From an optimization exercise on the open Yosys and OpenROAD flow, aimed at small area; shortcuts taken in it are not production practice. Function was checked by simulation only, so behaviour that the tests miss may differ from the original. No activity file was given, so power comes from the tool's default toggle rates.

File: flow/design.v
module addr_decode(
    input  [31:0] addr,
    output [5:0]  sel,
    output        err
    );
    wire z_a  = ~(addr[28] | addr[27] | addr[26] | addr[25]);
    wire z_b  = ~(addr[24] | addr[23] | addr[22] | addr[21]);
    wire base = z_a & z_b & ~addr[31] & addr[30];                  
    wire g40  = base & ~addr[29] & ~addr[19] & ~addr[18];
    wire hi401 = g40 & addr[20];                                   
    wire z_c  = ~(addr[20] | addr[19] | addr[18] | addr[17]);
    wire z_d  = ~(addr[16] | addr[15] | addr[14] | addr[13]);
    assign sel[0] = hi401 & ~addr[17] & ~addr[16];                 
    assign sel[1] = hi401 & ~addr[17] &  addr[16];                 
    assign sel[2] = hi401 &  addr[17] & ~addr[16];                 
    assign sel[3] = base & addr[29] & z_c & z_d;                   
    assign sel[4] = hi401 &  addr[17] &  addr[16];                 
    assign sel[5] = g40 & ~addr[20];                               
    assign err = ~(hi401 | sel[3] | sel[5]);
endmodule
module resp_mux #(parameter W = 1) (
    input  [5:0]   v,
    input  [W-1:0] d0, d1, d2, d3, d4, d5,
    input          err,
    output [W-1:0] y
    );
    wire [W-1:0] lo_n = ~(({W{v[0]}} & d0) | ({W{v[1]}} & d1) | ({W{v[2]}} & d2));
    wire [W-1:0] hi_n = ~(({W{v[3]}} & d3) | ({W{v[4]}} & d4) | ({W{v[5]}} & d5));
    assign y = ~(lo_n & hi_n & {W{~err}});
endmodule
`timescale 1ns / 100ps
module AXI_connect
    #( parameter
                ADDR = 32,
                VALID = 1,
                PROT = 3,
                DATA = 32,
                STRB = 4,
                READY = 1,
                RESP = 2
    )
    ( clk, rst,
    M00_AWADDR, M00_ARADDR, M00_AWVALID, M00_WVALID, M00_ARVALID, M00_AWPROT, M00_ARPROT, M00_WDATA, M00_WSTRB, M00_BREADY, M00_RREADY,
    S00_BVALID, S00_RVALID, S00_RDATA, S00_AWREADY, S00_WREADY, S00_ARREADY, S00_BRESP, S00_RRESP,
    S01_BVALID, S01_RVALID, S01_RDATA, S01_AWREADY, S01_WREADY, S01_ARREADY, S01_BRESP, S01_RRESP,
    S02_BVALID, S02_RVALID, S02_RDATA, S02_AWREADY, S02_WREADY, S02_ARREADY, S02_BRESP, S02_RRESP,
    S03_BVALID, S03_RVALID, S03_RDATA, S03_AWREADY, S03_WREADY, S03_ARREADY, S03_BRESP, S03_RRESP,
    S04_BVALID, S04_RVALID, S04_RDATA, S04_AWREADY, S04_WREADY, S04_ARREADY, S04_BRESP, S04_RRESP,
    S05_BVALID, S05_RVALID, S05_RDATA, S05_AWREADY, S05_WREADY, S05_ARREADY, S05_BRESP, S05_RRESP,
    S00_AWADDR, S00_ARADDR, S00_AWVALID, S00_WVALID, S00_ARVALID, S00_AWPROT, S00_ARPROT, S00_WDATA, S00_WSTRB, S00_BREADY, S00_RREADY,
    S01_AWADDR, S01_ARADDR, S01_AWVALID, S01_WVALID, S01_ARVALID, S01_AWPROT, S01_ARPROT, S01_WDATA, S01_WSTRB, S01_BREADY, S01_RREADY,
    S02_AWADDR, S02_ARADDR, S02_AWVALID, S02_WVALID, S02_ARVALID, S02_AWPROT, S02_ARPROT, S02_WDATA, S02_WSTRB, S02_BREADY, S02_RREADY,
    S03_AWADDR, S03_ARADDR, S03_AWVALID, S03_WVALID, S03_ARVALID, S03_AWPROT, S03_ARPROT, S03_WDATA, S03_WSTRB, S03_BREADY, S03_RREADY,
    S04_AWADDR, S04_ARADDR, S04_AWVALID, S04_WVALID, S04_ARVALID, S04_AWPROT, S04_ARPROT, S04_WDATA, S04_WSTRB, S04_BREADY, S04_RREADY,
    S05_AWADDR, S05_ARADDR, S05_AWVALID, S05_WVALID, S05_ARVALID, S05_AWPROT, S05_ARPROT, S05_WDATA, S05_WSTRB, S05_BREADY, S05_RREADY,
    M00_BVALID, M00_RVALID, M00_RDATA, M00_AWREADY, M00_WREADY, M00_ARREADY, M00_BRESP, M00_RRESP
    );
    input clk, rst;
    input [ADDR - 1: 0]   M00_AWADDR,                                  M00_ARADDR;
    input [VALID - 1: 0]  M00_AWVALID, M00_WVALID,                  M00_ARVALID;
    input [PROT - 1: 0]   M00_AWPROT,                                  M00_ARPROT;
    input [DATA - 1: 0]                   M00_WDATA;
    input [STRB - 1: 0]                   M00_WSTRB;
    input [READY - 1: 0]                                  M00_BREADY,                  M00_RREADY;
    input [VALID - 1: 0]                                  S00_BVALID,                  S00_RVALID;
    input [DATA - 1: 0]                                                                   S00_RDATA;
    input [READY - 1: 0]  S00_AWREADY, S00_WREADY,                  S00_ARREADY;
    input [RESP - 1: 0]                                   S00_BRESP,                   S00_RRESP;
    input [VALID - 1: 0]                               S01_BVALID,                  S01_RVALID;
    input [DATA - 1: 0]                                                                   S01_RDATA;
    input [READY - 1: 0]  S01_AWREADY, S01_WREADY,                  S01_ARREADY;
    input [RESP - 1: 0]                                   S01_BRESP,                   S01_RRESP;
    input [VALID - 1: 0]                                  S02_BVALID,                  S02_RVALID;
    input [DATA - 1: 0]                                                                   S02_RDATA;
    input [READY - 1: 0]  S02_AWREADY, S02_WREADY,                  S02_ARREADY;
    input [RESP - 1: 0]                                   S02_BRESP,                   S02_RRESP;
    input [VALID - 1: 0]                                  S03_BVALID,                  S03_RVALID;
    input [DATA - 1: 0]                                                                   S03_RDATA;
    input [READY - 1: 0]  S03_AWREADY, S03_WREADY,                  S03_ARREADY;
    input [RESP - 1: 0]                                   S03_BRESP,                   S03_RRESP;
    input [VALID - 1: 0]                                  S04_BVALID,                  S04_RVALID;
    input [DATA - 1: 0]                                                                   S04_RDATA;
    input [READY - 1: 0]  S04_AWREADY, S04_WREADY,                  S04_ARREADY;
    input [RESP - 1: 0]                                   S04_BRESP,                   S04_RRESP;
    input [VALID - 1: 0]                                  S05_BVALID,                  S05_RVALID;
    input [DATA - 1: 0]                                                                   S05_RDATA;
    input [READY - 1: 0]  S05_AWREADY, S05_WREADY,                  S05_ARREADY;
    input [RESP - 1: 0]                                   S05_BRESP,                   S05_RRESP;
    output [ADDR - 1: 0]   S00_AWADDR,                                 S00_ARADDR;
    output [VALID - 1: 0]  S00_AWVALID, S00_WVALID,                 S00_ARVALID;
    output [PROT - 1: 0]   S00_AWPROT,                                 S00_ARPROT;
    output [DATA - 1: 0]                   S00_WDATA;
    output [STRB - 1: 0]                   S00_WSTRB;
    output [READY - 1: 0]                                  S00_BREADY,   S00_RREADY;
    output [ADDR - 1: 0]   S01_AWADDR,                                 S01_ARADDR;
    output [VALID - 1: 0]  S01_AWVALID, S01_WVALID,                 S01_ARVALID;
    output [PROT - 1: 0]   S01_AWPROT,                                 S01_ARPROT;
    output [DATA - 1: 0]                   S01_WDATA;
    output [STRB - 1: 0]                   S01_WSTRB;
    output [READY - 1: 0]                                  S01_BREADY,                 S01_RREADY;
    output [ADDR - 1: 0]   S02_AWADDR,                                 S02_ARADDR;
    output [VALID - 1: 0]  S02_AWVALID, S02_WVALID,                 S02_ARVALID;
    output [PROT - 1: 0]   S02_AWPROT,                                 S02_ARPROT;
    output [DATA - 1: 0]                   S02_WDATA;
    output [STRB - 1: 0]                   S02_WSTRB;
    output [READY - 1: 0]                                  S02_BREADY,                 S02_RREADY;
    output [ADDR - 1: 0]   S03_AWADDR,                                 S03_ARADDR;
    output [VALID - 1: 0]  S03_AWVALID, S03_WVALID,                 S03_ARVALID;
    output [PROT - 1: 0]   S03_AWPROT,                                 S03_ARPROT;
    output [DATA - 1: 0]                   S03_WDATA;
    output [STRB - 1: 0]                   S03_WSTRB;
    output [READY - 1: 0]                                  S03_BREADY,                 S03_RREADY;
    output [ADDR - 1: 0]   S04_AWADDR,                                 S04_ARADDR;
    output [VALID - 1: 0]  S04_AWVALID, S04_WVALID,                 S04_ARVALID;
    output [PROT - 1: 0]   S04_AWPROT,                                 S04_ARPROT;
    output [DATA - 1: 0]                   S04_WDATA;
    output [STRB - 1: 0]                   S04_WSTRB;
    output [READY - 1: 0]                                  S04_BREADY,                 S04_RREADY;
    output [ADDR - 1: 0]   S05_AWADDR,                                 S05_ARADDR;
    output [VALID - 1: 0]  S05_AWVALID, S05_WVALID,                 S05_ARVALID;
    output [PROT - 1: 0]   S05_AWPROT,                                 S05_ARPROT;
    output [DATA - 1: 0]                   S05_WDATA;
    output [STRB - 1: 0]                   S05_WSTRB;
    output [READY - 1: 0]                                  S05_BREADY,                 S05_RREADY;
    output [VALID - 1: 0]                                  M00_BVALID,                  M00_RVALID;
    output [DATA - 1: 0]                                                                   M00_RDATA;
    output [READY - 1: 0]  M00_AWREADY, M00_WREADY,                  M00_ARREADY;
    output [RESP - 1: 0]                                   M00_BRESP,                   M00_RRESP;
    wire [5:0] w_dec, r_dec;
    wire       w_dec_err, r_dec_err;
    addr_decode w_decode(.addr(M00_AWADDR), .sel(w_dec), .err(w_dec_err));
    addr_decode r_decode(.addr(M00_ARADDR), .sel(r_dec), .err(r_dec_err));
    reg        w_blk;
    reg  [5:0] w_held;
    reg        w_err_q;
    wire [5:0] w_sel = M00_AWVALID ? (w_dec & {6{~w_blk}}) : w_held;
    wire       w_err = M00_AWVALID ? (w_dec_err & ~w_blk) : w_err_q;
    wire [5:0] s_awready = {S05_AWREADY, S04_AWREADY, S03_AWREADY, S02_AWREADY, S01_AWREADY, S00_AWREADY};
    wire [5:0] s_wready  = {S05_WREADY,  S04_WREADY,  S03_WREADY,  S02_WREADY,  S01_WREADY,  S00_WREADY};
    wire [5:0] s_bvalid  = {S05_BVALID,  S04_BVALID,  S03_BVALID,  S02_BVALID,  S01_BVALID,  S00_BVALID};
    assign M00_AWREADY = w_err | (|(w_sel & s_awready));
    assign M00_WREADY  = w_err | (|(w_sel & s_wready));
    assign M00_BVALID  = w_err | (|s_bvalid);
    resp_mux #(.W(2)) b_resp_mux(
        .v({S05_BVALID, S04_BVALID, S03_BVALID, S02_BVALID, S01_BVALID, S00_BVALID}),
        .d0(S00_BRESP), .d1(S01_BRESP), .d2(S02_BRESP), .d3(S03_BRESP), .d4(S04_BRESP), .d5(S05_BRESP),
        .err(w_err), .y(M00_BRESP));
    always @(posedge clk) begin
        w_blk   <= ~rst | (M00_BVALID & M00_BREADY);
        w_held  <= w_sel;
        w_err_q <= w_err & ~M00_BREADY & rst;
    end
    wire [5:0] s_awvalid = {6{M00_AWVALID}} & w_sel;
    wire [5:0] s_wvalid  = {6{M00_WVALID}} & w_sel;
    assign {S05_AWVALID, S04_AWVALID, S03_AWVALID, S02_AWVALID, S01_AWVALID, S00_AWVALID} = s_awvalid;
    assign {S05_WVALID,  S04_WVALID,  S03_WVALID,  S02_WVALID,  S01_WVALID,  S00_WVALID}  = s_wvalid;
    reg        r_blk;
    reg        r_err_q;
    wire [5:0] r_sel = r_dec & {6{M00_ARVALID & ~r_blk}};
    wire       r_err = M00_ARVALID ? (r_dec_err & ~r_blk) : r_err_q;
    wire [5:0] s_arready = {S05_ARREADY, S04_ARREADY, S03_ARREADY, S02_ARREADY, S01_ARREADY, S00_ARREADY};
    wire [5:0] s_rvalid  = {S05_RVALID,  S04_RVALID,  S03_RVALID,  S02_RVALID,  S01_RVALID,  S00_RVALID};
    assign M00_ARREADY = r_err | (|(r_sel & s_arready));
    assign M00_RVALID  = r_err | (|s_rvalid);
    resp_mux #(.W(34)) r_resp_mux(
        .v({S05_RVALID, S04_RVALID, S03_RVALID, S02_RVALID, S01_RVALID, S00_RVALID}),
        .d0({S00_RRESP, S00_RDATA}), .d1({S01_RRESP, S01_RDATA}), .d2({S02_RRESP, S02_RDATA}),
        .d3({S03_RRESP, S03_RDATA}), .d4({S04_RRESP, S04_RDATA}), .d5({S05_RRESP, S05_RDATA}),
        .err(r_err), .y({M00_RRESP, M00_RDATA}));
    always @(posedge clk) begin
        r_blk   <= ~rst | (M00_RVALID & M00_RREADY);
        r_err_q <= r_err & ~M00_RREADY & rst;
    end
    assign {S05_ARVALID, S04_ARVALID, S03_ARVALID, S02_ARVALID, S01_ARVALID, S00_ARVALID} = r_sel;
    assign S00_AWADDR = M00_AWADDR; assign S01_AWADDR = M00_AWADDR; assign S02_AWADDR = M00_AWADDR;
    assign S03_AWADDR = M00_AWADDR; assign S04_AWADDR = M00_AWADDR; assign S05_AWADDR = M00_AWADDR;
    assign S00_AWPROT = M00_AWPROT; assign S01_AWPROT = M00_AWPROT; assign S02_AWPROT = M00_AWPROT;
    assign S03_AWPROT = M00_AWPROT; assign S04_AWPROT = M00_AWPROT; assign S05_AWPROT = M00_AWPROT;
    assign S00_WDATA = M00_WDATA; assign S01_WDATA = M00_WDATA; assign S02_WDATA = M00_WDATA;
    assign S03_WDATA = M00_WDATA; assign S04_WDATA = M00_WDATA; assign S05_WDATA = M00_WDATA;
    assign S00_WSTRB = M00_WSTRB; assign S01_WSTRB = M00_WSTRB; assign S02_WSTRB = M00_WSTRB;
    assign S03_WSTRB = M00_WSTRB; assign S04_WSTRB = M00_WSTRB; assign S05_WSTRB = M00_WSTRB;
    assign S00_ARADDR = M00_ARADDR; assign S01_ARADDR = M00_ARADDR; assign S02_ARADDR = M00_ARADDR;
    assign S03_ARADDR = M00_ARADDR; assign S04_ARADDR = M00_ARADDR; assign S05_ARADDR = M00_ARADDR;
    assign S00_ARPROT = M00_ARPROT; assign S01_ARPROT = M00_ARPROT; assign S02_ARPROT = M00_ARPROT;
    assign S03_ARPROT = M00_ARPROT; assign S04_ARPROT = M00_ARPROT; assign S05_ARPROT = M00_ARPROT;
    assign S00_BREADY = M00_BREADY; assign S01_BREADY = M00_BREADY; assign S02_BREADY = M00_BREADY;
    assign S03_BREADY = M00_BREADY; assign S04_BREADY = M00_BREADY; assign S05_BREADY = M00_BREADY;
    assign S00_RREADY = M00_RREADY; assign S01_RREADY = M00_RREADY; assign S02_RREADY = M00_RREADY;
    assign S03_RREADY = M00_RREADY; assign S04_RREADY = M00_RREADY; assign S05_RREADY = M00_RREADY;
endmodule
File: flow/flow/run.sh
#!/bin/bash
# Standard ORFS layout with two changes:
#  - synthesis maps the logic with an area-oriented ABC script (flow/abc_speed.script);
#    everything else in ORFS's scripts is used unchanged (copied to ./orfs_scripts);
#  - the port buffers are the smallest buffer cell;
#  - the pins of each bit of a routed signal are placed side by side (flow/pin_groups.txt).
set -eo pipefail
here=$(pwd)
rm -rf "$here/orfs_scripts"
cp -r "$FLOW_HOME/scripts" "$here/orfs_scripts"
cp "$here/flow/abc_speed.script" "$here/orfs_scripts/abc_speed.script"
export BUFFER_PORTS_ARGS="-buffer_cell sky130_fd_sc_hd__buf_1"
export REMOVE_ABC_BUFFERS=1
export PLACE_PINS_ARGS="$(cat "$here/flow/pin_groups.txt")"
bash standard.sh SCRIPTS_DIR="$here/orfs_scripts" synth > synth.log 2>&1
bash standard.sh > standard.log 2>&1
File: flow/flow/abc_speed.script
strash
dch
amap
File: flow/flow/pin_groups.txt
-group_pins {M00_RDATA[0] S00_RDATA[0] S01_RDATA[0] S02_RDATA[0] S03_RDATA[0] S04_RDATA[0] S05_RDATA[0]} -group_pins {M00_RDATA[1] S00_RDATA[1] S01_RDATA[1] S02_RDATA[1] S03_RDATA[1] S04_RDATA[1] S05_RDATA[1]} -group_pins {M00_RDATA[2] S00_RDATA[2] S01_RDATA[2] S02_RDATA[2] S03_RDATA[2] S04_RDATA[2] S05_RDATA[2]} -group_pins {M00_RDATA[3] S00_RDATA[3] S01_RDATA[3] S02_RDATA[3] S03_RDATA[3] S04_RDATA[3] S05_RDATA[3]} -group_pins {M00_RDATA[4] S00_RDATA[4] S01_RDATA[4] S02_RDATA[4] S03_RDATA[4] S04_RDATA[4] S05_RDATA[4]} -group_pins {M00_RDATA[5] S00_RDATA[5] S01_RDATA[5] S02_RDATA[5] S03_RDATA[5] S04_RDATA[5] S05_RDATA[5]} -group_pins {M00_RDATA[6] S00_RDATA[6] S01_RDATA[6] S02_RDATA[6] S03_RDATA[6] S04_RDATA[6] S05_RDATA[6]} -group_pins {M00_RDATA[7] S00_RDATA[7] S01_RDATA[7] S02_RDATA[7] S03_RDATA[7] S04_RDATA[7] S05_RDATA[7]} -group_pins {M00_RDATA[8] S00_RDATA[8] S01_RDATA[8] S02_RDATA[8] S03_RDATA[8] S04_RDATA[8] S05_RDATA[8]} -group_pins {M00_RDATA[9] S00_RDATA[9] S01_RDATA[9] S02_RDATA[9] S03_RDATA[9] S04_RDATA[9] S05_RDATA[9]} -group_pins {M00_RDATA[10] S00_RDATA[10] S01_RDATA[10] S02_RDATA[10] S03_RDATA[10] S04_RDATA[10] S05_RDATA[10]} -group_pins {M00_RDATA[11] S00_RDATA[11] S01_RDATA[11] S02_RDATA[11] S03_RDATA[11] S04_RDATA[11] S05_RDATA[11]} -group_pins {M00_RDATA[12] S00_RDATA[12] S01_RDATA[12] S02_RDATA[12] S03_RDATA[12] S04_RDATA[12] S05_RDATA[12]} -group_pins {M00_RDATA[13] S00_RDATA[13] S01_RDATA[13] S02_RDATA[13] S03_RDATA[13] S04_RDATA[13] S05_RDATA[13]} -group_pins {M00_RDATA[14] S00_RDATA[14] S01_RDATA[14] S02_RDATA[14] S03_RDATA[14] S04_RDATA[14] S05_RDATA[14]} -group_pins {M00_RDATA[15] S00_RDATA[15] S01_RDATA[15] S02_RDATA[15] S03_RDATA[15] S04_RDATA[15] S05_RDATA[15]} -group_pins {M00_RDATA[16] S00_RDATA[16] S01_RDATA[16] S02_RDATA[16] S03_RDATA[16] S04_RDATA[16] S05_RDATA[16]} -group_pins {M00_RDATA[17] S00_RDATA[17] S01_RDATA[17] S02_RDATA[17] S03_RDATA[17] S04_RDATA[17] S05_RDATA[17]} -group_pins {M00_RDATA[18] S00_RDATA[18] S01_RDATA[18] S02_RDATA[18] S03_RDATA[18] S04_RDATA[18] S05_RDATA[18]} -group_pins {M00_RDATA[19] S00_RDATA[19] S01_RDATA[19] S02_RDATA[19] S03_RDATA[19] S04_RDATA[19] S05_RDATA[19]} -group_pins {M00_RDATA[20] S00_RDATA[20] S01_RDATA[20] S02_RDATA[20] S03_RDATA[20] S04_RDATA[20] S05_RDATA[20]} -group_pins {M00_RDATA[21] S00_RDATA[21] S01_RDATA[21] S02_RDATA[21] S03_RDATA[21] S04_RDATA[21] S05_RDATA[21]} -group_pins {M00_RDATA[22] S00_RDATA[22] S01_RDATA[22] S02_RDATA[22] S03_RDATA[22] S04_RDATA[22] S05_RDATA[22]} -group_pins {M00_RDATA[23] S00_RDATA[23] S01_RDATA[23] S02_RDATA[23] S03_RDATA[23] S04_RDATA[23] S05_RDATA[23]} -group_pins {M00_RDATA[24] S00_RDATA[24] S01_RDATA[24] S02_RDATA[24] S03_RDATA[24] S04_RDATA[24] S05_RDATA[24]} -group_pins {M00_RDATA[25] S00_RDATA[25] S01_RDATA[25] S02_RDATA[25] S03_RDATA[25] S04_RDATA[25] S05_RDATA[25]} -group_pins {M00_RDATA[26] S00_RDATA[26] S01_RDATA[26] S02_RDATA[26] S03_RDATA[26] S04_RDATA[26] S05_RDATA[26]} -group_pins {M00_RDATA[27] S00_RDATA[27] S01_RDATA[27] S02_RDATA[27] S03_RDATA[27] S04_RDATA[27] S05_RDATA[27]} -group_pins {M00_RDATA[28] S00_RDATA[28] S01_RDATA[28] S02_RDATA[28] S03_RDATA[28] S04_RDATA[28] S05_RDATA[28]} -group_pins {M00_RDATA[29] S00_RDATA[29] S01_RDATA[29] S02_RDATA[29] S03_RDATA[29] S04_RDATA[29] S05_RDATA[29]} -group_pins {M00_RDATA[30] S00_RDATA[30] S01_RDATA[30] S02_RDATA[30] S03_RDATA[30] S04_RDATA[30] S05_RDATA[30]} -group_pins {M00_RDATA[31] S00_RDATA[31] S01_RDATA[31] S02_RDATA[31] S03_RDATA[31] S04_RDATA[31] S05_RDATA[31]} -group_pins {M00_RRESP[0] S00_RRESP[0] S01_RRESP[0] S02_RRESP[0] S03_RRESP[0] S04_RRESP[0] S05_RRESP[0]} -group_pins {M00_RRESP[1] S00_RRESP[1] S01_RRESP[1] S02_RRESP[1] S03_RRESP[1] S04_RRESP[1] S05_RRESP[1]} -group_pins {M00_BRESP[0] S00_BRESP[0] S01_BRESP[0] S02_BRESP[0] S03_BRESP[0] S04_BRESP[0] S05_BRESP[0]} -group_pins {M00_BRESP[1] S00_BRESP[1] S01_BRESP[1] S02_BRESP[1] S03_BRESP[1] S04_BRESP[1] S05_BRESP[1]} -group_pins {M00_AWADDR[0] S00_AWADDR[0] S01_AWADDR[0] S02_AWADDR[0] S03_AWADDR[0] S04_AWADDR[0] S05_AWADDR[0]} -group_pins {M00_AWADDR[1] S00_AWADDR[1] S01_AWADDR[1] S02_AWADDR[1] S03_AWADDR[1] S04_AWADDR[1] S05_AWADDR[1]} -group_pins {M00_AWADDR[2] S00_AWADDR[2] S01_AWADDR[2] S02_AWADDR[2] S03_AWADDR[2] S04_AWADDR[2] S05_AWADDR[2]} -group_pins {M00_AWADDR[3] S00_AWADDR[3] S01_AWADDR[3] S02_AWADDR[3] S03_AWADDR[3] S04_AWADDR[3] S05_AWADDR[3]} -group_pins {M00_AWADDR[4] S00_AWADDR[4] S01_AWADDR[4] S02_AWADDR[4] S03_AWADDR[4] S04_AWADDR[4] S05_AWADDR[4]} -group_pins {M00_AWADDR[5] S00_AWADDR[5] S01_AWADDR[5] S02_AWADDR[5] S03_AWADDR[5] S04_AWADDR[5] S05_AWADDR[5]} -group_pins {M00_AWADDR[6] S00_AWADDR[6] S01_AWADDR[6] S02_AWADDR[6] S03_AWADDR[6] S04_AWADDR[6] S05_AWADDR[6]} -group_pins {M00_AWADDR[7] S00_AWADDR[7] S01_AWADDR[7] S02_AWADDR[7] S03_AWADDR[7] S04_AWADDR[7] S05_AWADDR[7]} -group_pins {M00_AWADDR[8] S00_AWADDR[8] S01_AWADDR[8] S02_AWADDR[8] S03_AWADDR[8] S04_AWADDR[8] S05_AWADDR[8]} -group_pins {M00_AWADDR[9] S00_AWADDR[9] S01_AWADDR[9] S02_AWADDR[9] S03_AWADDR[9] S04_AWADDR[9] S05_AWADDR[9]} -group_pins {M00_AWADDR[10] S00_AWADDR[10] S01_AWADDR[10] S02_AWADDR[10] S03_AWADDR[10] S04_AWADDR[10] S05_AWADDR[10]} -group_pins {M00_AWADDR[11] S00_AWADDR[11] S01_AWADDR[11] S02_AWADDR[11] S03_AWADDR[11] S04_AWADDR[11] S05_AWADDR[11]} -group_pins {M00_AWADDR[12] S00_AWADDR[12] S01_AWADDR[12] S02_AWADDR[12] S03_AWADDR[12] S04_AWADDR[12] S05_AWADDR[12]} -group_pins {M00_AWADDR[13] S00_AWADDR[13] S01_AWADDR[13] S02_AWADDR[13] S03_AWADDR[13] S04_AWADDR[13] S05_AWADDR[13]} -group_pins {M00_AWADDR[14] S00_AWADDR[14] S01_AWADDR[14] S02_AWADDR[14] S03_AWADDR[14] S04_AWADDR[14] S05_AWADDR[14]} -group_pins {M00_AWADDR[15] S00_AWADDR[15] S01_AWADDR[15] S02_AWADDR[15] S03_AWADDR[15] S04_AWADDR[15] S05_AWADDR[15]} -group_pins {M00_AWADDR[16] S00_AWADDR[16] S01_AWADDR[16] S02_AWADDR[16] S03_AWADDR[16] S04_AWADDR[16] S05_AWADDR[16]} -group_pins {M00_AWADDR[17] S00_AWADDR[17] S01_AWADDR[17] S02_AWADDR[17] S03_AWADDR[17] S04_AWADDR[17] S05_AWADDR[17]} -group_pins {M00_AWADDR[18] S00_AWADDR[18] S01_AWADDR[18] S02_AWADDR[18] S03_AWADDR[18] S04_AWADDR[18] S05_AWADDR[18]} -group_pins {M00_AWADDR[19] S00_AWADDR[19] S01_AWADDR[19] S02_AWADDR[19] S03_AWADDR[19] S04_AWADDR[19] S05_AWADDR[19]} -group_pins {M00_AWADDR[20] S00_AWADDR[20] S01_AWADDR[20] S02_AWADDR[20] S03_AWADDR[20] S04_AWADDR[20] S05_AWADDR[20]} -group_pins {M00_AWADDR[21] S00_AWADDR[21] S01_AWADDR[21] S02_AWADDR[21] S03_AWADDR[21] S04_AWADDR[21] S05_AWADDR[21]} -group_pins {M00_AWADDR[22] S00_AWADDR[22] S01_AWADDR[22] S02_AWADDR[22] S03_AWADDR[22] S04_AWADDR[22] S05_AWADDR[22]} -group_pins {M00_AWADDR[23] S00_AWADDR[23] S01_AWADDR[23] S02_AWADDR[23] S03_AWADDR[23] S04_AWADDR[23] S05_AWADDR[23]} -group_pins {M00_AWADDR[24] S00_AWADDR[24] S01_AWADDR[24] S02_AWADDR[24] S03_AWADDR[24] S04_AWADDR[24] S05_AWADDR[24]} -group_pins {M00_AWADDR[25] S00_AWADDR[25] S01_AWADDR[25] S02_AWADDR[25] S03_AWADDR[25] S04_AWADDR[25] S05_AWADDR[25]} -group_pins {M00_AWADDR[26] S00_AWADDR[26] S01_AWADDR[26] S02_AWADDR[26] S03_AWADDR[26] S04_AWADDR[26] S05_AWADDR[26]} -group_pins {M00_AWADDR[27] S00_AWADDR[27] S01_AWADDR[27] S02_AWADDR[27] S03_AWADDR[27] S04_AWADDR[27] S05_AWADDR[27]} -group_pins {M00_AWADDR[28] S00_AWADDR[28] S01_AWADDR[28] S02_AWADDR[28] S03_AWADDR[28] S04_AWADDR[28] S05_AWADDR[28]} -group_pins {M00_AWADDR[29] S00_AWADDR[29] S01_AWADDR[29] S02_AWADDR[29] S03_AWADDR[29] S04_AWADDR[29] S05_AWADDR[29]} -group_pins {M00_AWADDR[30] S00_AWADDR[30] S01_AWADDR[30] S02_AWADDR[30] S03_AWADDR[30] S04_AWADDR[30] S05_AWADDR[30]} -group_pins {M00_AWADDR[31] S00_AWADDR[31] S01_AWADDR[31] S02_AWADDR[31] S03_AWADDR[31] S04_AWADDR[31] S05_AWADDR[31]} -group_pins {M00_ARADDR[0] S00_ARADDR[0] S01_ARADDR[0] S02_ARADDR[0] S03_ARADDR[0] S04_ARADDR[0] S05_ARADDR[0]} -group_pins {M00_ARADDR[1] S00_ARADDR[1] S01_ARADDR[1] S02_ARADDR[1] S03_ARADDR[1] S04_ARADDR[1] S05_ARADDR[1]} -group_pins {M00_ARADDR[2] S00_ARADDR[2] S01_ARADDR[2] S02_ARADDR[2] S03_ARADDR[2] S04_ARADDR[2] S05_ARADDR[2]} -group_pins {M00_ARADDR[3] S00_ARADDR[3] S01_ARADDR[3] S02_ARADDR[3] S03_ARADDR[3] S04_ARADDR[3] S05_ARADDR[3]} -group_pins {M00_ARADDR[4] S00_ARADDR[4] S01_ARADDR[4] S02_ARADDR[4] S03_ARADDR[4] S04_ARADDR[4] S05_ARADDR[4]} -group_pins {M00_ARADDR[5] S00_ARADDR[5] S01_ARADDR[5] S02_ARADDR[5] S03_ARADDR[5] S04_ARADDR[5] S05_ARADDR[5]} -group_pins {M00_ARADDR[6] S00_ARADDR[6] S01_ARADDR[6] S02_ARADDR[6] S03_ARADDR[6] S04_ARADDR[6] S05_ARADDR[6]} -group_pins {M00_ARADDR[7] S00_ARADDR[7] S01_ARADDR[7] S02_ARADDR[7] S03_ARADDR[7] S04_ARADDR[7] S05_ARADDR[7]} -group_pins {M00_ARADDR[8] S00_ARADDR[8] S01_ARADDR[8] S02_ARADDR[8] S03_ARADDR[8] S04_ARADDR[8] S05_ARADDR[8]} -group_pins {M00_ARADDR[9] S00_ARADDR[9] S01_ARADDR[9] S02_ARADDR[9] S03_ARADDR[9] S04_ARADDR[9] S05_ARADDR[9]} -group_pins {M00_ARADDR[10] S00_ARADDR[10] S01_ARADDR[10] S02_ARADDR[10] S03_ARADDR[10] S04_ARADDR[10] S05_ARADDR[10]} -group_pins {M00_ARADDR[11] S00_ARADDR[11] S01_ARADDR[11] S02_ARADDR[11] S03_ARADDR[11] S04_ARADDR[11] S05_ARADDR[11]} -group_pins {M00_ARADDR[12] S00_ARADDR[12] S01_ARADDR[12] S02_ARADDR[12] S03_ARADDR[12] S04_ARADDR[12] S05_ARADDR[12]} -group_pins {M00_ARADDR[13] S00_ARADDR[13] S01_ARADDR[13] S02_ARADDR[13] S03_ARADDR[13] S04_ARADDR[13] S05_ARADDR[13]} -group_pins {M00_ARADDR[14] S00_ARADDR[14] S01_ARADDR[14] S02_ARADDR[14] S03_ARADDR[14] S04_ARADDR[14] S05_ARADDR[14]} -group_pins {M00_ARADDR[15] S00_ARADDR[15] S01_ARADDR[15] S02_ARADDR[15] S03_ARADDR[15] S04_ARADDR[15] S05_ARADDR[15]} -group_pins {M00_ARADDR[16] S00_ARADDR[16] S01_ARADDR[16] S02_ARADDR[16] S03_ARADDR[16] S04_ARADDR[16] S05_ARADDR[16]} -group_pins {M00_ARADDR[17] S00_ARADDR[17] S01_ARADDR[17] S02_ARADDR[17] S03_ARADDR[17] S04_ARADDR[17] S05_ARADDR[17]} -group_pins {M00_ARADDR[18] S00_ARADDR[18] S01_ARADDR[18] S02_ARADDR[18] S03_ARADDR[18] S04_ARADDR[18] S05_ARADDR[18]} -group_pins {M00_ARADDR[19] S00_ARADDR[19] S01_ARADDR[19] S02_ARADDR[19] S03_ARADDR[19] S04_ARADDR[19] S05_ARADDR[19]} -group_pins {M00_ARADDR[20] S00_ARADDR[20] S01_ARADDR[20] S02_ARADDR[20] S03_ARADDR[20] S04_ARADDR[20] S05_ARADDR[20]} -group_pins {M00_ARADDR[21] S00_ARADDR[21] S01_ARADDR[21] S02_ARADDR[21] S03_ARADDR[21] S04_ARADDR[21] S05_ARADDR[21]} -group_pins {M00_ARADDR[22] S00_ARADDR[22] S01_ARADDR[22] S02_ARADDR[22] S03_ARADDR[22] S04_ARADDR[22] S05_ARADDR[22]} -group_pins {M00_ARADDR[23] S00_ARADDR[23] S01_ARADDR[23] S02_ARADDR[23] S03_ARADDR[23] S04_ARADDR[23] S05_ARADDR[23]} -group_pins {M00_ARADDR[24] S00_ARADDR[24] S01_ARADDR[24] S02_ARADDR[24] S03_ARADDR[24] S04_ARADDR[24] S05_ARADDR[24]} -group_pins {M00_ARADDR[25] S00_ARADDR[25] S01_ARADDR[25] S02_ARADDR[25] S03_ARADDR[25] S04_ARADDR[25] S05_ARADDR[25]} -group_pins {M00_ARADDR[26] S00_ARADDR[26] S01_ARADDR[26] S02_ARADDR[26] S03_ARADDR[26] S04_ARADDR[26] S05_ARADDR[26]} -group_pins {M00_ARADDR[27] S00_ARADDR[27] S01_ARADDR[27] S02_ARADDR[27] S03_ARADDR[27] S04_ARADDR[27] S05_ARADDR[27]} -group_pins {M00_ARADDR[28] S00_ARADDR[28] S01_ARADDR[28] S02_ARADDR[28] S03_ARADDR[28] S04_ARADDR[28] S05_ARADDR[28]} -group_pins {M00_ARADDR[29] S00_ARADDR[29] S01_ARADDR[29] S02_ARADDR[29] S03_ARADDR[29] S04_ARADDR[29] S05_ARADDR[29]} -group_pins {M00_ARADDR[30] S00_ARADDR[30] S01_ARADDR[30] S02_ARADDR[30] S03_ARADDR[30] S04_ARADDR[30] S05_ARADDR[30]} -group_pins {M00_ARADDR[31] S00_ARADDR[31] S01_ARADDR[31] S02_ARADDR[31] S03_ARADDR[31] S04_ARADDR[31] S05_ARADDR[31]} -group_pins {M00_WDATA[0] S00_WDATA[0] S01_WDATA[0] S02_WDATA[0] S03_WDATA[0] S04_WDATA[0] S05_WDATA[0]} -group_pins {M00_WDATA[1] S00_WDATA[1] S01_WDATA[1] S02_WDATA[1] S03_WDATA[1] S04_WDATA[1] S05_WDATA[1]} -group_pins {M00_WDATA[2] S00_WDATA[2] S01_WDATA[2] S02_WDATA[2] S03_WDATA[2] S04_WDATA[2] S05_WDATA[2]} -group_pins {M00_WDATA[3] S00_WDATA[3] S01_WDATA[3] S02_WDATA[3] S03_WDATA[3] S04_WDATA[3] S05_WDATA[3]} -group_pins {M00_WDATA[4] S00_WDATA[4] S01_WDATA[4] S02_WDATA[4] S03_WDATA[4] S04_WDATA[4] S05_WDATA[4]} -group_pins {M00_WDATA[5] S00_WDATA[5] S01_WDATA[5] S02_WDATA[5] S03_WDATA[5] S04_WDATA[5] S05_WDATA[5]} -group_pins {M00_WDATA[6] S00_WDATA[6] S01_WDATA[6] S02_WDATA[6] S03_WDATA[6] S04_WDATA[6] S05_WDATA[6]} -group_pins {M00_WDATA[7] S00_WDATA[7] S01_WDATA[7] S02_WDATA[7] S03_WDATA[7] S04_WDATA[7] S05_WDATA[7]} -group_pins {M00_WDATA[8] S00_WDATA[8] S01_WDATA[8] S02_WDATA[8] S03_WDATA[8] S04_WDATA[8] S05_WDATA[8]} -group_pins {M00_WDATA[9] S00_WDATA[9] S01_WDATA[9] S02_WDATA[9] S03_WDATA[9] S04_WDATA[9] S05_WDATA[9]} -group_pins {M00_WDATA[10] S00_WDATA[10] S01_WDATA[10] S02_WDATA[10] S03_WDATA[10] S04_WDATA[10] S05_WDATA[10]} -group_pins {M00_WDATA[11] S00_WDATA[11] S01_WDATA[11] S02_WDATA[11] S03_WDATA[11] S04_WDATA[11] S05_WDATA[11]} -group_pins {M00_WDATA[12] S00_WDATA[12] S01_WDATA[12] S02_WDATA[12] S03_WDATA[12] S04_WDATA[12] S05_WDATA[12]} -group_pins {M00_WDATA[13] S00_WDATA[13] S01_WDATA[13] S02_WDATA[13] S03_WDATA[13] S04_WDATA[13] S05_WDATA[13]} -group_pins {M00_WDATA[14] S00_WDATA[14] S01_WDATA[14] S02_WDATA[14] S03_WDATA[14] S04_WDATA[14] S05_WDATA[14]} -group_pins {M00_WDATA[15] S00_WDATA[15] S01_WDATA[15] S02_WDATA[15] S03_WDATA[15] S04_WDATA[15] S05_WDATA[15]} -group_pins {M00_WDATA[16] S00_WDATA[16] S01_WDATA[16] S02_WDATA[16] S03_WDATA[16] S04_WDATA[16] S05_WDATA[16]} -group_pins {M00_WDATA[17] S00_WDATA[17] S01_WDATA[17] S02_WDATA[17] S03_WDATA[17] S04_WDATA[17] S05_WDATA[17]} -group_pins {M00_WDATA[18] S00_WDATA[18] S01_WDATA[18] S02_WDATA[18] S03_WDATA[18] S04_WDATA[18] S05_WDATA[18]} -group_pins {M00_WDATA[19] S00_WDATA[19] S01_WDATA[19] S02_WDATA[19] S03_WDATA[19] S04_WDATA[19] S05_WDATA[19]} -group_pins {M00_WDATA[20] S00_WDATA[20] S01_WDATA[20] S02_WDATA[20] S03_WDATA[20] S04_WDATA[20] S05_WDATA[20]} -group_pins {M00_WDATA[21] S00_WDATA[21] S01_WDATA[21] S02_WDATA[21] S03_WDATA[21] S04_WDATA[21] S05_WDATA[21]} -group_pins {M00_WDATA[22] S00_WDATA[22] S01_WDATA[22] S02_WDATA[22] S03_WDATA[22] S04_WDATA[22] S05_WDATA[22]} -group_pins {M00_WDATA[23] S00_WDATA[23] S01_WDATA[23] S02_WDATA[23] S03_WDATA[23] S04_WDATA[23] S05_WDATA[23]} -group_pins {M00_WDATA[24] S00_WDATA[24] S01_WDATA[24] S02_WDATA[24] S03_WDATA[24] S04_WDATA[24] S05_WDATA[24]} -group_pins {M00_WDATA[25] S00_WDATA[25] S01_WDATA[25] S02_WDATA[25] S03_WDATA[25] S04_WDATA[25] S05_WDATA[25]} -group_pins {M00_WDATA[26] S00_WDATA[26] S01_WDATA[26] S02_WDATA[26] S03_WDATA[26] S04_WDATA[26] S05_WDATA[26]} -group_pins {M00_WDATA[27] S00_WDATA[27] S01_WDATA[27] S02_WDATA[27] S03_WDATA[27] S04_WDATA[27] S05_WDATA[27]} -group_pins {M00_WDATA[28] S00_WDATA[28] S01_WDATA[28] S02_WDATA[28] S03_WDATA[28] S04_WDATA[28] S05_WDATA[28]} -group_pins {M00_WDATA[29] S00_WDATA[29] S01_WDATA[29] S02_WDATA[29] S03_WDATA[29] S04_WDATA[29] S05_WDATA[29]} -group_pins {M00_WDATA[30] S00_WDATA[30] S01_WDATA[30] S02_WDATA[30] S03_WDATA[30] S04_WDATA[30] S05_WDATA[30]} -group_pins {M00_WDATA[31] S00_WDATA[31] S01_WDATA[31] S02_WDATA[31] S03_WDATA[31] S04_WDATA[31] S05_WDATA[31]} -group_pins {M00_WSTRB[0] S00_WSTRB[0] S01_WSTRB[0] S02_WSTRB[0] S03_WSTRB[0] S04_WSTRB[0] S05_WSTRB[0]} -group_pins {M00_WSTRB[1] S00_WSTRB[1] S01_WSTRB[1] S02_WSTRB[1] S03_WSTRB[1] S04_WSTRB[1] S05_WSTRB[1]} -group_pins {M00_WSTRB[2] S00_WSTRB[2] S01_WSTRB[2] S02_WSTRB[2] S03_WSTRB[2] S04_WSTRB[2] S05_WSTRB[2]} -group_pins {M00_WSTRB[3] S00_WSTRB[3] S01_WSTRB[3] S02_WSTRB[3] S03_WSTRB[3] S04_WSTRB[3] S05_WSTRB[3]} -group_pins {M00_AWPROT[0] S00_AWPROT[0] S01_AWPROT[0] S02_AWPROT[0] S03_AWPROT[0] S04_AWPROT[0] S05_AWPROT[0]} -group_pins {M00_AWPROT[1] S00_AWPROT[1] S01_AWPROT[1] S02_AWPROT[1] S03_AWPROT[1] S04_AWPROT[1] S05_AWPROT[1]} -group_pins {M00_AWPROT[2] S00_AWPROT[2] S01_AWPROT[2] S02_AWPROT[2] S03_AWPROT[2] S04_AWPROT[2] S05_AWPROT[2]} -group_pins {M00_ARPROT[0] S00_ARPROT[0] S01_ARPROT[0] S02_ARPROT[0] S03_ARPROT[0] S04_ARPROT[0] S05_ARPROT[0]} -group_pins {M00_ARPROT[1] S00_ARPROT[1] S01_ARPROT[1] S02_ARPROT[1] S03_ARPROT[1] S04_ARPROT[1] S05_ARPROT[1]} -group_pins {M00_ARPROT[2] S00_ARPROT[2] S01_ARPROT[2] S02_ARPROT[2] S03_ARPROT[2] S04_ARPROT[2] S05_ARPROT[2]} -group_pins {M00_AWVALID[0] S00_AWVALID[0] S01_AWVALID[0] S02_AWVALID[0] S03_AWVALID[0] S04_AWVALID[0] S05_AWVALID[0]} -group_pins {M00_AWREADY[0] S00_AWREADY[0] S01_AWREADY[0] S02_AWREADY[0] S03_AWREADY[0] S04_AWREADY[0] S05_AWREADY[0]} -group_pins {M00_WVALID[0] S00_WVALID[0] S01_WVALID[0] S02_WVALID[0] S03_WVALID[0] S04_WVALID[0] S05_WVALID[0]} -group_pins {M00_WREADY[0] S00_WREADY[0] S01_WREADY[0] S02_WREADY[0] S03_WREADY[0] S04_WREADY[0] S05_WREADY[0]} -group_pins {M00_BVALID[0] S00_BVALID[0] S01_BVALID[0] S02_BVALID[0] S03_BVALID[0] S04_BVALID[0] S05_BVALID[0]} -group_pins {M00_BREADY[0] S00_BREADY[0] S01_BREADY[0] S02_BREADY[0] S03_BREADY[0] S04_BREADY[0] S05_BREADY[0]} -group_pins {M00_ARVALID[0] S00_ARVALID[0] S01_ARVALID[0] S02_ARVALID[0] S03_ARVALID[0] S04_ARVALID[0] S05_ARVALID[0]} -group_pins {M00_ARREADY[0] S00_ARREADY[0] S01_ARREADY[0] S02_ARREADY[0] S03_ARREADY[0] S04_ARREADY[0] S05_ARREADY[0]} -group_pins {M00_RVALID[0] S00_RVALID[0] S01_RVALID[0] S02_RVALID[0] S03_RVALID[0] S04_RVALID[0] S05_RVALID[0]} -group_pins {M00_RREADY[0] S00_RREADY[0] S01_RREADY[0] S02_RREADY[0] S03_RREADY[0] S04_RREADY[0] S05_RREADY[0]}
File: flow/standard.sh
#!/bin/bash
# synth_recipe.tcl (not shown) runs the flow's synth.tcl, then flattens the netlist and writes it again
# the make line also repeats each setting of config.mk as NAME=value (left out here)
make -C /OpenROAD-flow-scripts/flow DESIGN_CONFIG=/design/flow/config.mk WORK_HOME=/design/flow/orfs CLKGATE_MAP_FILE= SYNTH_SCRIPT=/design/flow/synth_recipe.tcl "${@:-finish}"
File: flow/config.mk
export PLATFORM = sky130hd
export DESIGN_NAME = AXI_connect
export DESIGN_NICKNAME = AXI_connect
export VERILOG_FILES = /design/flow/design.v
export SDC_FILE = /design/flow/constraint.sdc
export NUM_CORES = 4
export LEC_CHECK = 0
export CAP_MARGIN = 20
export CORE_AREA = 5 5 395 395
export CTS_BUF_LIST = sky130_fd_sc_hd__clkbuf_1 sky130_fd_sc_hd__clkbuf_2 sky130_fd_sc_hd__clkbuf_4
export DIE_AREA = 0 0 400 400
export GPL_TIMING_DRIVEN = 0
export PLACE_DENSITY = 0.4
export SLEW_MARGIN = 20
File: flow/constraint.sdc
create_clock -name core_clock -period 6.0 [get_ports {clk}]
set_input_delay 1.2000 -clock core_clock [delete_from_list [all_inputs] [get_ports {clk}]]
set_output_delay 1.2000 -clock core_clock [all_outputs]
set_load 0.01 [all_outputs]
==> impl_metrics.csv, run 1 <==
group,metric,value,unit
status,outcome,"finished clean",
clock_network,htreeDepth,1,
drt,post_drt_wl_per_cell,8.70,µm
pwr,p_leak,1.25,nW
worst_hold_path,holdPathStages,2,
pwr,power.density,70.6,mW/mm²
grt,grt_overflow_total,0,
floorplanning,die-area,0.160,mm²
pwr,irDropWorstVdd,45.6,µV
setup_path,crit_family,"simple AND/OR/NAND/NOR gates",
placement,io_buffer_count,589,
floorplanning,ios,1066,
setup_path,crit_required,4800,ps
logic_synthesis,ys_ff_latch,10,
drt,via_count,4737,
clock_network,cts-root-buf,"clkbuf_4",
grt,grt_pass1_vias,4065,
worst_hold_path,hold_path.class,"reg2reg",
clock_network,post_cts_resized,0,
sta,skew,2.32,ps
logic_synthesis,yosysSeqAreaShare,3.10,%
setup_path,cp_num_buf_inv,4,
floorplanning,die_x,400,µm
final_layout,regArea,200,µm²
clock_network,clk_pin_slew,70,ps
placement,placed_cells,2842,
logic_synthesis,synth_top_family_by_area,"buffers and inverters",
grt,grt_pass1_wl,29200,µm
setup_path,cp_max_fo,7,
sta,worst-slew-pin-transition,880,ps
logic_synthesis,yosys.area_share.xor_xnor,0,%
sta,fmax,179,MHz
floorplanning,core,0.152,mm²
pwr,total_power,465,µW
job,cap_violations,0,
placement,dp_hpwl,22700,µm
sta,setup_viol_count_final,0,
sta,max_slew_margin,41.3,%
setup_path,crit_arrival,4380,ps
sta,drv_slew,0,
logic_synthesis,synth.top_cell.area_share,75.3,%
clock_network,postCtsSetupRepairBufs,0,
drt,drt_iter0_drc,396,
floorplanning,num_rows,143,
logic_synthesis,synth-simple-area-share,8.08,%
logic_synthesis,syn-cell-area,0.00646,mm²
logic_synthesis,avgSynthCellArea,7.49,µm²
sta,post-route-period-util,93.1,%
setup_path,crit_slowest_cell,"or4_1",
grt,grt_max_degree,31,
sta,layout_setup_ws,416,ps
pwr,power.internal,220,µW
placement,place.gp.congestion,0.642,
clock_network,hold_buffers,0,
logic_synthesis,netlist.top_cell.by_area,"buf_4",
logic_synthesis,synth-compound-area-share,12.7,%
clock_network,clock_latency,270,ps
setup_path,r2r_start,"w_blk",
worst_hold_path,hold_end,"w_held[0]",
worst_hold_path,min_from,"w_held[0]",
sta,finalHoldViolCount,0,
logic_synthesis,synth_mux_area_share,0,%
clock_network,max-clock-path-buffers,2,
logic_synthesis,synth_cell_type_count,20,
setup_path,path_cells,"buf_1 > or4_1 > nor3_1 > nand4b_1 > nor4_1 > clkinv_1 > or3_1 > nor2_1 > a21oi_1 > clkinv_1 > a22o_1 > a221oi_1 > nand3_1 > buf_1",
sta,timing.setup.tns,0,ps
grt,grt_usage,2.68,%
logic_synthesis,ys_warn_count,1,
drt,via_per_inst,1.66,
logic_synthesis,ys_top_cells_by_area,"buf_4 (75%), a222oi_1 (11%), nand3_1 (3.3%)",
setup_path,r2r_end,"w_blk",
final_layout,areaGrowthSynthToFinish,1.96,%
grt,antenna_found_initial,17,
pwr,combPwrFrac,74.7,%
drt,drtAntennaViolNets,0,
floorplanning,die-height,400,µm
pwr,p_sw,245,µW
floorplanning,start_util,4.26,%
placement,place_ws,310,ps
setup_path,rrSetupSlack,3880,ps
logic_synthesis,synthCells,862,
final_layout,nNetsFinal,1176,
clock_network,numCtsBuffers,3,
drt,wl,24800,µm
logic_synthesis,synthAdderAreaFrac,0,%
sta,rsz0062_at_grt,"false",
pwr,pwr-share-seq,14.6,%
final_layout,multiInputGateArea,0.00136,mm²
drt,drc,0,
final_layout,fillers,18100,
sta,min_period,5580,ps
clock_network,tritoncts,"done",
drt,drtPass1Iterations,6,
setup_path,start_kind,"input pin",
setup_path,cp_slowest_stage_delay,570,ps
setup_path,reg2regPathDepth,7,
final_layout,layout-drive-gt1-share,2.45,%
clock_network,clkSinkCount,10,
setup_path,critical_path_class,"in2out",
pwr,clock_power_share,10.7,%
setup_path,cp-end-kind,"output pin",
final_layout,stdcell_count,2848,
pwr,p_sw_share,52.7,%
## tightest hold or removal path: stages, from the launching register on
cell	delay (ps)
dfxtp_1	310
a21oi_1	90
clkinv_1	120
## per-layer routing
layer,global-route usage (%),wire length (µm)
met5,0,12
met4,0.882,361
met3,0.589,3290
met2,4.76,11600
met1,3.19,9500
## logic make-up (layout without fill, tap and decap cells)
group,after synthesis,in the layout
compound gates,87,87
flops,10,10
other cells,0,2
simple gates,104,104
buf+inv,661,615
## power by group through the flow
stage          clock network [mW]  registers [mW]  logic (mW)
6_report                   0.0497          0.0678       0.347
4_1_cts                    0.0514          0.0678       0.355
5_1_grt                    0.0567          0.0679       0.382
3_3_place_gp                    0          0.0694       0.339
2_1_floorplan                   0          0.0691      0.0649
3_5_place_dp                    0          0.0694       0.354
## cell usage after synthesis
library cell,instances
nand2_1,8
a21oi_1,8
a22oi_1,2
clkinv_1,13
or4_1,4
a22o_1,1
or3_1,2
a221oi_1,2
nor2_1,23
nand3_1,42
dfxtp_1,10
nor4_1,3
or2_0,3
a222oi_1,74
buf_4,648
nand4_1,2
nand2b_1,3
nand4b_1,3
nor3_1,10
nor3b_1,1
## worst max-delay path by stage
| stage | from | cells after the start | end |
|---|---|---|---|
| finish | M00_AWADDR[23] | 14 | M00_AWREADY[0] |
| global route | M00_AWADDR[23] | 14 | M00_AWREADY[0] |
| CTS | M00_AWADDR[23] | 14 | M00_AWREADY[0] |
| detailed placement | M00_AWADDR[23] | 14 | M00_AWREADY[0] |
| global placement | M00_ARADDR[24] | 9 | M00_RVALID[0] |
| floorplan | M00_ARADDR[23] | 7 | M00_ARREADY[0] |
## cells in the final DEF (no fill, tap or decap)
| master | instances |
|---|---|
| buf_1 | 583 |
| a222oi_1 | 74 |
| nand3_1 | 42 |
| nor2_1 | 23 |
| clkinv_1 | 14 |
| nor3_1 | 10 |
| dfxtp_1 | 10 |
| nand2_1 | 8 |
| a21oi_1 | 6 |
| buf_2 | 6 |
| buf_12 | 6 |
| or4_1 | 4 |
| nand4b_1 | 3 |
| or2_0 | 3 |
| nand2b_1 | 3 |
| nor4_1 | 3 |
| clkbuf_4 | 3 |
| diode_2 | 2 |
| nand4_1 | 2 |
| or3_1 | 2 |
| a22oi_1 | 2 |
| a221oi_1 | 2 |
| buf_16 | 2 |
| a21oi_4 | 1 |
| a21oi_2 | 1 |
| nor3b_1 | 1 |
| a22o_1 | 1 |
| buf_6 | 1 |
## flip-flops by register name, indices dropped and copies added, names as in the netlist
register	count
w_blk	1
r_blk	1
w_err_q	1
w_held	6
r_err_q	1
## final cells by class
type / instances / share of cell area (%)
multi-input combinational: 191 / 20.6
antenna: 2 / 0.0760
tap: 2030 / 38.6
clock inverter: 1 / 0.0570
sequential: 10 / 3.04
timing repair buffer: 598 / 36.5
inverter: 13 / 0.741
clock buffer: 3 / 0.342
## stage by stage
| stage | instance area [µm²] | hold WS (ps) | utilization [%] |
|---|---|---|---|
| after floorplan | 1590 | 447 | - |
| after global placement | 6340 | 541 | 4.19 |
| after detailed placement | 6550 | 536 | 4.32 |
| after CTS | 6580 | 557 | 4.34 |
| after global routing | 6580 | 599 | 4.34 |
| final | 6580 | 565 | 4.34 |
==> run 2, diff against run 1 <==
--- a/flow/flow/run.sh
+++ b/flow/flow/run.sh
@@ -12,3 +12,2 @@
 export BUFFER_PORTS_ARGS="-buffer_cell sky130_fd_sc_hd__buf_1"
-export REMOVE_ABC_BUFFERS=1
 export PLACE_PINS_ARGS="$(cat "$here/flow/pin_groups.txt")"
--- a/flow/config.mk
+++ b/flow/config.mk
@@ -11,4 +11,3 @@
 export DIE_AREA = 0 0 400 400
-export GPL_TIMING_DRIVEN = 0
-export PLACE_DENSITY = 0.4
+export PLACE_DENSITY = 0.9
 export SLEW_MARGIN = 20
==> run 2 against run 1 <==
  * Critical path depth increased by 1
  * Sequential power about the same
  * Clock skew up 2.5 ps
  * Fmax is 4.2% higher
  * Final cell count grew 0.11%
  * Flip-flop and latch count unchanged
  * Synthesized area did not move
  * Synthesized cell count unchanged
  * Clock power decreased by 5.4%
  * Critical path type unchanged
  * Largest cell class unchanged
==> impl_metrics.csv, run 2 <==
group,metric,value,unit
final_layout,areaGrowthSynthToFinish,0.523,%
logic_synthesis,synthCells,862,
final_layout,stdcell_area,0.00649,mm²
pwr,power.density,71.5,mW/mm²
logic_synthesis,synth.top_cell.area_share,75.3,%
clock_network,hold_buffers,0,
logic_synthesis,async_reset_ff_share,0,%
floorplanning,start_util,4.26,%
setup_path,cp_max_fo,7,
logic_synthesis,ys_warn_count,1,
grt,grt_overflow_total,0,
clock_network,clk_pin_slew,70,ps
sta,setup_viol_count_final,0,
drt,via_count,4808,
sta,max_slew_margin,37.9,%
sta,finalHoldViolCount,0,
setup_path,start_kind,"input pin",
final_layout,largest_register_ffs,6,
drt,via_per_inst,1.69,
final_layout,nNetsFinal,1178,
pwr,combPwrFrac,75.3,%
logic_synthesis,ys_ff_latch,10,
final_layout,layout_commonest_cell,"buf_1",
sta,min_period,5360,ps
logic_synthesis,yosysSeqAreaShare,3.10,%
pwr,irDropWorstVdd,41.6,µV
clock_network,max-clock-path-buffers,2,
drt,post_drt_wl_per_cell,9.37,µm
sta,hold-worst-slack,509,ps
logic_synthesis,yosysMostFrequentCell,"buf_4",
logic_synthesis,ys_top_cells_by_area,"buf_4 (75%), a222oi_1 (11%), nand3_1 (3.3%)",
drt,drc,0,
floorplanning,num_rows,143,
final_layout,regArea,200,µm²
placement,place.gp.congestion,0.748,
floorplanning,die_x,400,µm
setup_path,crit_required,4800,ps
clock_network,post_cts_resized,0,
setup_path,cp-end-kind,"output pin",
final_layout,stdcell_count,2851,
pwr,p_sw,251,µW
drt,drt_iter0_drc,476,
floorplanning,die-area,0.160,mm²
grt,grt_max_degree,38,
logic_synthesis,avgSynthCellArea,7.49,µm²
final_layout,top_register,"w_held",
pwr,p_sw_share,54.1,%
sta,drv_slew,0,
drt,drtAntennaViolNets,0,
grt,grt_pass1_wl,30900,µm
placement,place_area,0.00646,mm²
grt,grt_usage,2.92,%
pwr,p_leak,1.22,nW
pwr,clock_power_share,10.1,%
logic_synthesis,synthTopCellsByCount,"buf_4 (648), a222oi_1 (74), nand3_1 (42), nor2_1 (23), clkinv_1 (13)",
sta,fmax,187,MHz
drt,drtPass1Iterations,6,
placement,dp_hpwl,24300,µm
logic_synthesis,netlist.top_cell.by_area,"buf_4",
sta,post-route-period-util,89.3,%
final_layout,layout_common_cells,"buf_1 (583), a222oi_1 (74), nand3_1 (42), nor2_1 (23), clkinv_1 (14)",
pwr,pwr-share-seq,14.6,%
setup_path,critical_path_class,"in2out",
clock_network,cts-root-buf,"clkbuf_4",
floorplanning,core,0.152,mm²
job,cap_violations,0,
pwr,total_power,464,µW
logic_synthesis,synth_top_flop_cell,"dfxtp_1",
clock_network,htreeDepth,1,
logic_synthesis,synth_cell_type_count,20,
drt,wl,26700,µm
setup_path,crit_arrival,4160,ps
placement,placed_cells,2844,
logic_synthesis,syn-cell-area,0.00646,mm²
floorplanning,ios,1066,
final_layout,multiInputGateArea,0.00136,mm²
grt,antenna_found_initial,11,
status,outcome,"finished clean",
final_layout,layout-drive-gt1-share,2.57,%
clock_network,numCtsBuffers,3,
grt,grt_pass1_vias,3795,
sta,skew,4.86,ps
pwr,power.internal,213,µW
clock_network,postCtsSetupRepairBufs,0,
final_layout,fillers,18000,
placement,io_buffer_count,589,
sta,timing.setup.tns,0,ps
clock_network,clkSinkCount,10,
sta,rsz0062_at_grt,"false",
worst_hold_path,hold_path.class,"reg2reg",
floorplanning,die-height,400,µm
sta,worst-slew-pin-transition,932,ps
logic_synthesis,synth_edf_count,0,
clock_network,clock_latency,260,ps
clock_network,tritoncts,"done",
-- run 2: cell counts after synthesis --
No cell type changed its count.
-- run 2: cell families after synthesis --
kind of cell / after synthesis / synth area share [%]
AND/OR/NAND/NOR: 104 / 8.08
flip-flops: 10 / 3.10
buffers and inverters: 661 / 76.1
AO/OA/AOI/OAI: 87 / 12.7
-- run 2: worst paths after layout --
| kind | startpoint | end | slack, ps | cells past startpoint |
|---|---|---|---|---|
| setup reg to reg | w_blk | w_blk | 4040 | 6 |
| hold reg to reg | w_held[5] | w_held[5] | 510 | 2 |
| setup / recovery | M00_AWADDR[23] | M00_AWREADY[0] | 640 | 15 |
| hold / removal | w_held[5] | w_held[5] | 510 | 2 |
-- run 2: through the flow --
stage / setup slack [ps] / util [%]
4_1_cts: 424 / 4.28
3_5_place_dp: 424 / 4.26
5_1_grt: 270 / 4.28
2_1_floorplan: 747 / -
6_report: 639 / 4.28
3_3_place_gp: 501 / 4.26
-- run 2: layout make-up --
| cell class | instances | area share (%) |
|---|---|---|
| tap | 2030 | 39.1 |
| timing repair buffer | 600 | 35.6 |
| multi-input combinational | 191 | 20.9 |
| sequential | 10 | 3.08 |
| inverter | 13 | 0.752 |
| clock buffer | 3 | 0.347 |
| antenna | 3 | 0.116 |
| clock inverter | 1 | 0.0578 |
-- run 2: worst max-delay path, stage by stage --
cell and delay (ps):
buf_1 130, or4_1 530, nor3_1 150, nand4b_1 190
nor4_1 410, buf_4 210, clkinv_1 70, or3_1 430
nor2_1 210, a21oi_1 100, clkinv_1 100, a22o_1 130
a221oi_1 40, nand3_1 90, buf_1 160
-- run 2: power by group through the flow --
stage / Clock (mW) / Sequential [mW] / Combinational (mW)
2_1_floorplan: 0 / 0.0691 / 0.510
3_3_place_gp: 0 / 0.0693 / 0.354
3_5_place_dp: 0 / 0.0692 / 0.359
4_1_cts: 0.0500 / 0.0677 / 0.360
5_1_grt: 0.0550 / 0.0678 / 0.387
6_report: 0.0470 / 0.0678 / 0.350
-- run 2: per-layer routing --
metal / track usage [%] / part of all wire, %
met1: 3.27 / 35
met2: 5.25 / 50
met3: 1.06 / 14
met4: 0.710 / 1.0
met5: 0 / 0.12
==> run 3, diff against run 2 <==
--- a/flow/config.mk
+++ b/flow/config.mk
@@ -11,3 +11,3 @@
 export DIE_AREA = 0 0 400 400
-export PLACE_DENSITY = 0.9
+export PLACE_DENSITY = 0.4
 export SLEW_MARGIN = 20
==> run 3 against run 2 <==
  * Power fell by 2.7%
  * Final cell count did not move
  * Global-route usage fell by 0.37 points
  * Register-to-register slack improved by 340 ps
  * Clock skew fell by 0.72 ps
  * Clock power rose by 4.9%
  * Synthesized area did not move
  * Count of clock-buffer cells in the layout did not move
  * Design area did not move
  * Sequential power barely moved
==> impl_metrics.csv, run 3 <==
group,metric,value,unit
floorplanning,start_util,4.26,%
pwr,irDropWorstVdd,49.5,µV
clock_network,clk_pin_slew,70,ps
drt,wl,23600,µm
clock_network,htreeDepth,1,
final_layout,layout-drive-gt1-share,2.57,%
final_layout,nNetsFinal,1178,
placement,io_buffer_count,589,
logic_synthesis,avgSynthCellArea,7.49,µm²
logic_synthesis,async_reset_ff_share,0,%
setup_path,r2r_end,"w_blk",
worst_hold_path,holdPathStages,2,
status,outcome,"finished clean",
setup_path,path_cells,"buf_1 > or4_1 > nor3_1 > nand4b_1 > nor4_1 > buf_4 > clkinv_1 > or3_1 > nor2_1 > a21oi_1 > clkinv_1 > a22o_1 > a221oi_1 > nand3_1 > buf_1",
final_layout,largest_register_ffs,6,
drt,drc,0,
job,cap_violations,0,
clock_network,max-clock-path-buffers,2,
drt,via_per_inst,1.68,
sta,worst-slew-pin-transition,741,ps
grt,antenna_found_initial,11,
logic_synthesis,netlist.top_cell.by_area,"buf_4",
grt,grt_pass1_vias,4212,
setup_path,rrSetupSlack,4380,ps
logic_synthesis,ys_ff_latch,10,
worst_hold_path,min_from,"w_held[4]",
setup_path,critical_path_class,"in2out",
setup_path,cp-end-kind,"output pin",
clock_network,clkSinkCount,10,
logic_synthesis,synthCells,862,
floorplanning,die_x,400,µm
floorplanning,die-height,400,µm
sta,post-route-period-util,88.1,%
worst_hold_path,hold_end,"w_held[4]",
drt,drtAntennaViolNets,0,
sta,skew,4.14,ps
placement,dp_hpwl,21800,µm
setup_path,start_kind,"input pin",
drt,drtPass1Iterations,6,
placement,place.gp.congestion,0.677,
sta,rsz0062_at_grt,"false",
clock_network,hold_buffers,0,
logic_synthesis,yosysSeqAreaShare,3.10,%
drt,post_drt_wl_per_cell,8.27,µm
worst_hold_path,hold_path.class,"reg2reg",
logic_synthesis,yosysMostFrequentCell,"buf_4",
grt,grt_pass1_wl,28500,µm
logic_synthesis,ys_top_cells_by_area,"buf_4 (75%), a222oi_1 (11%), nand3_1 (3.3%)",
sta,max_slew_margin,50.6,%
grt,grt_max_degree,38,
logic_synthesis,synthTopCellsByCount,"buf_4 (648), a222oi_1 (74), nand3_1 (42), nor2_1 (23), clkinv_1 (13)",
clock_network,postCtsSetupRepairBufs,0,
logic_synthesis,synth.top_cell.area_share,75.3,%
logic_synthesis,synth_cell_type_count,20,
setup_path,cp_slowest_stage_delay,520,ps
pwr,p_leak,1.22,nW
logic_synthesis,synth_top_flop_cell,"dfxtp_1",
clock_network,post_cts_resized,0,
sta,drv_slew,0,
drt,drt_iter0_drc,412,
floorplanning,ios,1066,
grt,grt_usage,2.55,%
clock_network,cts-root-buf,"clkbuf_4",
final_layout,layout_commonest_cell,"buf_1",
setup_path,r2r_start,"w_blk",
sta,min_period,5280,ps
sta,fmax,189,MHz
clock_network,tritoncts,"done",
floorplanning,die-area,0.160,mm²
setup_path,crit_required,4800,ps
pwr,power.density,69.6,mW/mm²
clock_network,numCtsBuffers,3,
setup_path,reg2regPathDepth,7,
floorplanning,core,0.152,mm²
final_layout,areaGrowthSynthToFinish,0.523,%
setup_path,crit_arrival,4080,ps
final_layout,top_register,"w_held",
final_layout,layout_common_cells,"buf_1 (583), a222oi_1 (74), nand3_1 (42), nor2_1 (23), clkinv_1 (14)",
clock_network,clock_latency,270,ps
sta,setup_viol_count_final,0,
grt,grt_overflow_total,0,
sta,finalHoldViolCount,0,
setup_path,cp_max_fo,7,
setup_path,crit_slowest_cell,"or4_1",
drt,via_count,4796,
floorplanning,num_rows,143,
logic_synthesis,synth_edf_count,0,
logic_synthesis,ys_warn_count,1,
setup_path,crit_family,"simple AND/OR/NAND/NOR gates",
logic_synthesis,syn-cell-area,0.00646,mm²
sta,timing.setup.tns,0,ps
sta,hold-worst-slack,546,ps
setup_path,cp_num_buf_inv,5,
## run 3: how the worst max path moves through the flow
stage	startpoint	endpoint	slack, ps	cells past startpoint
after floorplan	M00_ARADDR[23]	M00_ARREADY[0]	750	7
after global placement	M00_AWADDR[26]	M00_AWREADY[0]	840	15
after detailed placement	M00_AWADDR[26]	M00_AWREADY[0]	720	15
after CTS	M00_AWADDR[26]	M00_AWREADY[0]	700	15
after global routing	M00_AWADDR[26]	M00_AWREADY[0]	410	15
final	M00_AWADDR[26]	M00_AWREADY[0]	720	15
## run 3: cells by family after synthesis
logic type	count (synthesis)	synth area share [%]
simple gates	104	8.08
buf+inv	661	76.1
flops	10	3.10
compound gates	87	12.7
## run 3: area by class of cell
type	instances	area (µm²)
Tap cell	2030	2540
Multi-Input combinational cell	191	1360
Clock inverter	1	3.75
Antenna cell	3	7.51
Fill cell	18100	145000
Clock buffer	3	22.5
Sequential cell	10	200
Inverter	13	48.8
Timing Repair Buffer	600	2310
## run 3: through the flow
stage / instance area (µm²) / power, mW / setup WS [ps] / utilization [%] / std cells
CTS: 6480 / 0.465 / 701 / 4.28 / 2848
global placement: 6460 / 0.411 / 837 / 4.26 / 2844
finish: 6490 / 0.452 / 717 / 4.28 / 2851
floorplan: 6460 / 0.579 / 747 / - / 862
global route: 6490 / 0.500 / 412 / 4.28 / 2849
detailed placement: 6460 / 0.413 / 721 / 4.26 / 2844
## run 3: report_power, final
part	switching [mW]	total [mW]	internal, mW
registers	0.000420	0.0677	0.0673
logic	0.213	0.335	0.121
clock network	0.0253	0.0493	0.0240
total	0.239	0.452	0.213
## run 3: worst reg2reg max path: stages (launching register included)
cell     delay, ps
dfxtp_1        310
or2_0          340
nor3_1         370
a21oi_1         70
buf_4          200
nand3_1        120
nand2_1         70
nand2_1         90
## run 3: per-layer routing
| metal | GRT usage (%) | routed length, µm | vias to the layer above |
|---|---|---|---|
| li1 | - | - | 2244 |
| met1 | 3.04 | 9010 | 2089 |
| met2 | 4.53 | 11300 | 455 |
| met3 | 0.613 | 2940 | 6 |
| met4 | 0.735 | 263 | 2 |
| met5 | 0 | 13 | - |

[separate check: timing with driven ports]
The flow's constraints put no driver on any port. The routed layouts listed below were extracted and timed again, unchanged, in two steps. Step 1 assumes that a clkbuf_16 drives the clock port and a buf_2 every other input. Step 2 also shifts input and output timing later by t, the mid clock arrival at the registers, as if the neighbouring blocks saw the same clock. Three values: ideal ports, drivers, drivers and shift; two values: the first two.
run | t (ns) | slack for setup (ns) | worst setup path at the end
run 1 | 0.336 | 0.416 / 0.394 / 0.394 | input to output
run 2 | 0.324 | 0.639 / 0.615 / 0.615 | input to output
run 3 | 0.341 | 0.717 / 0.692 / 0.692 | input to output
After both steps setup and hold are still met in every run listed. The setup slack of run 3, which loses most, moves by -0.025 ns with the drivers and by -0.025 ns with both steps.
